This design comes from an exercise in tuning for small area on the open sky130 flow, not from production work. The RTL was checked by simulation tests, not by an equivalence proof against the original design. Power figures rest on the tool's default switching activity, not on a simulated workload.

// BouncingLED
module BouncingLED(
	input CLOCK_50,
	input [2:0] KEY,
	output reg [9:0] LEDR,
	output [7:0] HEX0,
	output [7:0] HEX1,
	output [7:0] HEX2,
	output [7:0] HEX3
	);
For scale: ~700 cells after synthesis, ~46 I/O pins, ~5200 µm² of cells after synthesis.
==> module BouncingLED, before the edit <==
module BouncingLED(
	input CLOCK_50,
	input [2:0] KEY,
	output reg [9:0] LEDR,
	output [7:0] HEX0,
	output [7:0] HEX1,
	output [7:0] HEX2,
	output [7:0] HEX3
	);
	reg [1:0] KEY_sync, KEY_A, KEY_B;
	wire KEY_0 = KEY_sync[0];
	wire KEY_1 = KEY_sync[1];
	reg [31:0] velocity;
	reg [27:0] position;
	reg delta_switch_flag;
	reg time_step_reg;
	reg v_zero_q, p_zero_q;
	wire time_step;
	wire KEY_1_Edge;
	always @(posedge CLOCK_50) begin
		KEY_sync <= KEY_B;
		KEY_B <= KEY_A;
		KEY_A <= KEY[1:0];
	end
	wire ts     = time_step_reg;
	wire kick   = KEY_1_Edge;
	wire v_neg  = velocity[31];
	wire v_zero = ~|velocity;
	wire p_neg  = position[27] & position[26];
	wire p_zero = ~|position;
	wire v_pos_t = ~v_neg & ~v_zero_q;
	wire ceil   = position[27] & position[25] & v_pos_t;
	wire floor_ = (p_neg | p_zero_q) & v_neg;
	wire bounce = ceil | floor_;
	wire neg_b  = ts & bounce;
	wire sel_v  = ~neg_b;
	wire sel_x  = ts & floor_;
	wire [31:0] v_sra2 = {{2{velocity[31]}}, velocity[31:2]};
	wire [31:0] add_a = ({32{sel_v}} & velocity) | ({32{sel_x}} & v_sra2);
	wire [31:0] b_const = ts ? 32'hFFFFF2E4 : (kick ? 32'h03000000 : 32'd0);
	wire [31:0] add_b = neg_b ? {~velocity[31:2], floor_ ? 2'b11 : ~velocity[1:0]} : b_const;
	wire add_c = ts & (bounce | delta_switch_flag);
	wire [31:0] na = ~add_a;
	wire [31:0] nb = ~add_b;
	wire [31:0] ns;
	wire [32:0] nc;
	assign nc[0] = ~add_c;
	assign nc[16] = 1'b1;
	genvar i;
	generate
		for (i = 0; i < 32; i = i + 1) begin : vadd
			assign ns[i] = na[i] ^ nb[i] ^ nc[i];
			if (i != 15)
				assign nc[i+1] = (na[i] & nb[i]) | (nc[i] & (na[i] ^ nb[i]));
		end
	endgenerate
	wire c16 = ~((na[15] & nb[15]) | (nc[15] & (na[15] ^ nb[15])));
	wire [31:0] v_sum;
	assign v_sum[15:0] = ~ns[15:0];
	wire [15:0] v_ones;
	assign v_ones[0] = 1'b1;
	generate
		for (i = 0; i < 16; i = i + 1) begin : vinc
			assign v_sum[16+i] = ~ns[16+i] ^ (c16 & v_ones[i]);
			if (i < 15)
				assign v_ones[i+1] = v_ones[i] & ~ns[16+i];
		end
	endgenerate
	wire set_3 = ~ts & (kick ? (v_neg | v_zero) : ~KEY_0);
	wire [15:0] p_b = {16{ts}} & velocity[31:16];
	wire [15:0] p_lo;
	wire [16:0] p_c;
	assign p_c[0] = 1'b0;
	generate
		for (i = 0; i < 16; i = i + 1) begin : padd
			assign p_lo[i] = position[i] ^ p_b[i] ^ p_c[i];
			assign p_c[i+1] = (position[i] & p_b[i]) | (p_c[i] & (position[i] ^ p_b[i]));
		end
	endgenerate
	wire p_sign = ts & velocity[31];
	wire p_up = p_c[16] & ~p_sign;
	wire p_dn = ~p_c[16] & p_sign;
	wire [12:0] p_ones, p_zeros;
	assign p_ones[0] = 1'b1;
	assign p_zeros[0] = 1'b1;
	wire [11:0] p_hi;
	generate
		for (i = 0; i < 12; i = i + 1) begin : phi
			assign p_hi[i] = position[16+i] ^ ((p_up & p_ones[i]) | (p_dn & p_zeros[i]));
			assign p_ones[i+1] = p_ones[i] & position[16+i];
			assign p_zeros[i+1] = p_zeros[i] & ~position[16+i];
		end
	endgenerate
	wire [27:0] p_sum = {p_hi, p_lo};
	reg [27:0] p_next;
	always @(*) begin
		if (ts) begin
			if (p_neg)
				p_next = v_pos_t ? 28'h9000000 : 28'd0;
			else if (p_zero_q & v_neg)
				p_next = 28'h100;
			else if (ceil)
				p_next = {4'b1001, p_sum[23:0]};
			else
				p_next = p_sum;
		end else if (!KEY_0)
			p_next = 28'd1000;
		else
			p_next = p_sum;
	end
	always @(posedge CLOCK_50) begin
		time_step_reg <= time_step;
		velocity <= set_3 ? 32'h03000000 : v_sum;
		position <= p_next;
		v_zero_q <= ~ts & ~kick & KEY_0 & v_zero;
		p_zero_q <= ~ts & KEY_0 & p_zero;
		if (ts)
			delta_switch_flag <= ~delta_switch_flag;
		else if (!KEY_0)
			delta_switch_flag <= 1'b0;
	end
	always @(*) begin
		if (p_neg)
			LEDR = 10'b0000000001;
		else if (position[27:24] != 4'd0)
			LEDR = 10'b1000000000;
		else if (position[23:0] < 24'd1677721 * 1)
			LEDR = 10'b0000000001;
		else if (position[23:0] < 24'd1677721 * 2)
			LEDR = 10'b0000000010;
		else if (position[23:0] < 24'd1677721 * 3)
			LEDR = 10'b0000000100;
		else if (position[23:0] < 24'd1677721 * 4)
			LEDR = 10'b0000001000;
		else if (position[23:0] < 24'd1677721 * 5)
			LEDR = 10'b0000010000;
		else if (position[23:0] < 24'd1677721 * 6)
			LEDR = 10'b0000100000;
		else if (position[23:0] < 24'd1677721 * 7)
			LEDR = 10'b0001000000;
		else if (position[23:0] < 24'd1677721 * 8)
			LEDR = 10'b0010000000;
		else if (position[23:0] < 24'd1677721 * 9)
			LEDR = 10'b0100000000;
		else
			LEDR = 10'b1000000000;
	end
	EdgeDetector Key1_EdgeDetector(
		.CLOCK_50(CLOCK_50),
		.Signal(KEY_1),
		.Edge(KEY_1_Edge)
	);
	Timer_20_48us Timer_20_48us(
		.CLOCK_50(CLOCK_50),
		.Rollover(time_step),
		.Reset(!KEY[0])
	);
	HEXDisplayPos HEX0Display(.HexInput(position[27:24]), .DisplayOut(HEX0));
	HEXDisplay HEX1Display(.HexInput({4{p_neg}}), .DisplayOut(HEX1));
	HEXDisplay HEX2Display(.HexInput(velocity[27:24]), .DisplayOut(HEX2));
	HEXDisplay HEX3Display(.HexInput(velocity[31:28]), .DisplayOut(HEX3));
endmodule
==> flow/config.mk <==
export PLATFORM = sky130hd
export DESIGN_NAME = BouncingLED
export DESIGN_NICKNAME = BouncingLED
export VERILOG_FILES = /design/flow/design.v
export SDC_FILE = /design/flow/constraint.sdc
export NUM_CORES = 4
export LEC_CHECK = 0
export CAP_MARGIN = 20
export CORE_MARGIN = 2
export CORE_UTILIZATION = 60
export CTS_BUF_LIST = sky130_fd_sc_hd__clkbuf_8
export SLEW_MARGIN = 20
==> flow/constraint.sdc <==
create_clock -name core_clock -period 10.0 [get_ports {CLOCK_50}]
set_input_delay 2.0000 -clock core_clock [delete_from_list [all_inputs] [get_ports {CLOCK_50}]]
set_output_delay 2.0000 -clock core_clock [all_outputs]
set_load 0.01 [all_outputs]
standard.sh (not shown) runs the stock make flow with config.mk's settings and CLKGATE_MAP_FILE= SYNTH_SCRIPT=/design/flow/synth_recipe.tcl, a recipe that flattens the netlist after the stock synthesis.
==> flow/flow/run.sh <==
#!/bin/bash
# The standard layout (standard.sh) with three changes to how the layout
# is built:
#  - after the standard synthesis, its combinational cells are mapped again
#    for area (flow/remap.sh); flip-flops, adders and tie cells are kept as
#    they are, with their names;
#  - each port gets the smallest buffer;
#  - clock tree synthesis adds no dummy loads.
# Each tool's full output goes to a log file of its own in this folder
# (make_synth.log, remap_yosys.log, make_finish.log); ORFS keeps each
# step's own log under orfs/logs/.
set -euo pipefail
results=$PWD/orfs/results/$FLOW_PLATFORM/BouncingLED/base
bash standard.sh "$results/1_2_yosys.v" > make_synth.log 2>&1
bash flow/remap.sh "$results/1_2_yosys.v" > remap_yosys.log 2>&1
bash standard.sh \
	"BUFFER_PORTS_ARGS=-buffer_cell sky130_fd_sc_hd__buf_1" \
	"CTS_ARGS=-sink_clustering_enable -repair_clock_nets -dont_use_dummy_load -buf_list sky130_fd_sc_hd__clkbuf_8" \
	finish > make_finish.log 2>&1
Other scripts of this flow, unchanged in this note and not shown: flow/flow/remap.sh
Then changed:
--- a/flow/design.v
+++ b/flow/design.v
@@ -95,9 +95,10 @@
 	wire bounce = ceil | floor_;
 	wire neg_b  = ts & bounce;
-	wire sel_v  = ~neg_b;
+	wire set_3  = ~ts & (kick ? (v_neg | v_zero) : ~KEY_0);
+	wire sel_v  = ~neg_b & ~set_3;
 	wire sel_x  = ts & floor_;
 	wire [31:0] v_sra2 = {{2{velocity[31]}}, velocity[31:2]};
 	wire [31:0] add_a = ({32{sel_v}} & velocity) | ({32{sel_x}} & v_sra2);
-	wire [31:0] b_const = ts ? 32'hFFFFF2E4 : (kick ? 32'h03000000 : 32'd0);
+	wire [31:0] b_const = ts ? 32'hFFFFF2E4 : ((kick | ~KEY_0) ? 32'h03000000 : 32'd0);
 	wire [31:0] add_b = neg_b ? {~velocity[31:2], floor_ ? 2'b11 : ~velocity[1:0]} : b_const;
 	wire add_c = ts & (bounce | delta_switch_flag);
@@ -128,5 +129,4 @@
 		end
 	endgenerate
-	wire set_3 = ~ts & (kick ? (v_neg | v_zero) : ~KEY_0);
 	wire [15:0] p_b = {16{ts}} & velocity[31:16];
 	wire [15:0] p_lo;
@@ -172,5 +172,5 @@
 	always @(posedge CLOCK_50) begin
 		time_step_reg <= time_step;
-		velocity <= set_3 ? 32'h03000000 : v_sum;
+		velocity <= v_sum;
 		position <= p_next;
 		v_zero_q <= ~ts & ~kick & KEY_0 & v_zero;
=> Wire length went down by a little under a tenth; count of clock-buffer cells in the layout does not change; clock power is about the same; hold slack degrades by 11 ps; flip-flop and latch count stays the same; core utilization went down by 1.0 points; die area went down by a few percent; worst setup slack improves by 210 ps; synthesized area went down by a few percent; critical path depth went down by 14.

-- afterwards: timing with drivers on the ports --
Ports are ideal in the flow. The routed layouts listed here were re-timed in OpenROAD.
Step 1 (the two cells are an assumption about what drives the block):
set clk [get_ports {CLOCK_50}]
set_driving_cell -lib_cell sky130_fd_sc_hd__clkbuf_16 $clk
set_driving_cell -lib_cell sky130_fd_sc_hd__buf_2 [delete_from_list [all_inputs] $clk]
Step 2 adds t to the input delays and takes it off the output delays; t is the mean of the earliest and latest rising clock arrival at the registers after step 1. Input paths then give back, and output paths get back, about the clock's delay inside the block.
a / b / c = ideal ports / drivers / drivers and shift; a / b = the first two.
run	t, ns	setup slack, ns	pins driven straight from the clock port
the first run	0.377	0.822 / 0.822 / 0.822	1
the second run	0.383	1.031 / 1.031 / 1.031	1
After both steps every run listed still meets setup and hold.
